Background: an optimization exercise with open tools, aiming at small area, a short achievable clock period and few clock cycles. Do not read the settings as production practice.
In this exercise RTL edits were held to simulation tests only and were not proved equivalent to the original.
No activity file was given, so power comes from the tool's default toggle rates.

## mips_core
module mips_core (
	input         clk,
	input         rst,           
	output [31:0] imem_addr,
	input  [31:0] imem_rdata,
	output [31:0] dmem_addr,
	output [31:0] dmem_wdata,
	output        dmem_we,
	input  [31:0] dmem_rdata,
	output        halt
);
	reg  [9:0]  pc;                  
	reg  [31:0] ir;                  
	reg  [9:0]  tgtD;                
	reg         vD;                  
	reg  [31:0] aX, bX;              
	reg  [15:0] immX;                
	reg  [9:0]  tgtX;                
	reg  [4:0]  rdX;
	reg         weX, swX, beqX, sysX, ldX, lwX, lhX;
	reg         addX, sltX, andX, orX, norX, sllX, srlX;
	reg  [31:0] resM, wdM;           
	reg  [4:0]  rdM;
	reg         weM, swM, sysM, ldM, lwM, lhM;
	wire [31:0] valM;                
	wire [32*31-1:0] rqv;            
	genvar g;
	generate
		for (g = 1; g < 32; g = g + 1) begin : R
			reg [31:0] r;
			always @(posedge clk)
				if (weM && rdM == g) r <= valM;
			assign rqv[32*(g-1) +: 32] = r;
		end
	endgenerate
	wire [31:0] ins = imem_rdata;
	wire beqF  = ins[31:26] == 6'h04;
	wire sameF = beqF & (ins[25:21] == ins[20:16]);    
	wire [9:0] tgtF = pc + 10'd1 + ins[9:0];
	wire [5:0] op = ir[31:26];
	wire [5:0] fn = ir[5:0];
	wire [4:0] rs = ir[25:21];
	wire [4:0] rt = ir[20:16];
	wire [4:0] rd = ir[15:11];
  ...
==> flow/config.mk <==
export PLATFORM = sky130hd
export DESIGN_NAME = mips_core
export DESIGN_NICKNAME = mips_core
export VERILOG_FILES = /design/flow/design.v
export SDC_FILE = /design/flow/constraint.sdc
export NUM_CORES = 4
export LEC_CHECK = 0
export CAP_MARGIN = 20
export CORE_MARGIN = 2
export CORE_UTILIZATION = 60
export CTS_CLUSTER_DIAMETER = 120
export CTS_CLUSTER_SIZE = 20
export SLEW_MARGIN = 20
export SYNTH_HIERARCHICAL = 1
export SETUP_SLACK_MARGIN = 6.8
export MATCH_CELL_FOOTPRINT = 0
export BUFFER_PORTS_ARGS = -buffer_cell sky130_fd_sc_hd__buf_2
==> flow/constraint.sdc <==
create_clock -name core_clock -period 10.0 [get_ports {clk}]
set_input_delay 2.0000 -clock core_clock [delete_from_list [all_inputs] [get_ports {clk}]]
set_output_delay 2.0000 -clock core_clock [all_outputs]
set_load 0.01 [all_outputs]
standard.sh (not shown) runs the stock make flow with config.mk's settings and CLKGATE_MAP_FILE= SYNTH_SCRIPT=/design/flow/synth_recipe.tcl, a recipe that flattens the netlist after the stock synthesis.
==> flow/flow/run.sh <==
#!/bin/bash
# Standard layout (the standard.sh, its synthesis unchanged), with:
# - gates allowed to be resized to any footprint;
# - the ports buffered with buf_2 rather than a delay cell.
# The SDC (clock period, I/O delays) is the standard flow's.
cp standard.sh standard_sh.txt.log
cat config.mk > config_in.log
echo "export SETUP_SLACK_MARGIN = 6.8" >> config.mk
echo "export MATCH_CELL_FOOTPRINT = 0" >> config.mk
echo "export BUFFER_PORTS_ARGS = -buffer_cell sky130_fd_sc_hd__buf_2" >> config.mk
bash standard.sh > standard.log 2>&1
Testbench counts at the start, summed over its fixed seeds: cycles 62,370.
Change:
--- a/flow/config.mk
+++ b/flow/config.mk
@@ -9,3 +9,3 @@
 export CORE_MARGIN = 2
-export CORE_UTILIZATION = 60
+export CORE_UTILIZATION = 50
 export CTS_CLUSTER_DIAMETER = 120
Die area climbs by about a fifth.
Area after synthesis stays the same.
Global-route usage drops by 4.4 points.
Utilization drops by 11 points.
Sequential power climbs slightly.
Total power climbs slightly.

---

mips_core, a different RTL version from the one above (not shown whole).
For scale: ~4200 cells after synthesis, ~1200 flip-flops, ~160 I/O pins, ~0.055 mm² of cells after synthesis.
export LEC_CHECK = 0
export CAP_MARGIN = 50
export CORE_MARGIN = 2
export CORE_UTILIZATION = 40
export SETUP_SLACK_MARGIN = 5
export SLEW_MARGIN = 80
create_clock -name core_clock -period 10.0 [get_ports {clk}]
run.sh (not shown) runs the stock make flow with config.mk's settings and CLKGATE_MAP_FILE= SYNTH_SCRIPT=/design/flow/synth_recipe.tcl, a recipe that flattens the netlist after the stock synthesis.
Stock flow here: none of the scripts above is used.
Testbench counts at the start, summed over its fixed seeds: cycles 60,988.
Edit:
- CAP_MARGIN: 50 -> 20
- SETUP_SLACK_MARGIN: 5 -> default
- SLEW_MARGIN: 80 -> 20
=>
- sequential share of layout area came out higher by 5.8 points
- first-iteration DRC count came out lower by 7.9%
- via count came out lower by 5.6%
- clock-buffer cell count came out higher by 35
- synthesized cell count is unchanged
- sequential cell count stays the same
- die area is unchanged
- wire length came out lower by 2.6%

-- what the ideal ports hide --
How much do the figures lean on ideal ports? The routed layouts below were timed once more, with nothing changed but the port constraints. Step 1, drivers: a clkbuf_16 drives clk and a buf_2 each remaining input, both assumed. Step 2 times the ports against the registers' clock, not the clock port: input delays grow and output delays shrink by t, the midpoint of the rising clock arrivals with the driver on. Three values: no drivers, after step 1, after step 2; two values: the first two.
| run | t (ns) | setup slack, ns | worst hold slack (ns) | worst setup path after step 2 | worst data-port slew with drivers (ns) |
|---|---|---|---|---|---|
| the first run of note 1 | 0.723 | 6.516 / 6.516 / 5.895 | 0.332 / 0.332 / 0.332 | input to register | 0.08 |
| the second run of note 1 | 0.750 | 6.684 / 6.691 / 5.961 | 0.325 / 0.325 / 0.325 | input to register | 0.12 |
| the first run of note 2 | 0.865 | 5.316 / 5.374 / 4.509 | 0.324 / 0.324 / 0.324 | input to register | 0.28 |
| the second run of note 2 | 0.865 | 4.780 / 4.742 / 3.878 | 0.324 / 0.324 / 0.324 | input to register | 0.24 |
After both steps setup and hold are still met in every run listed. The setup slack of the second run of note 2, which loses most, moves by -0.038 ns with the drivers and by -0.902 ns with both steps.
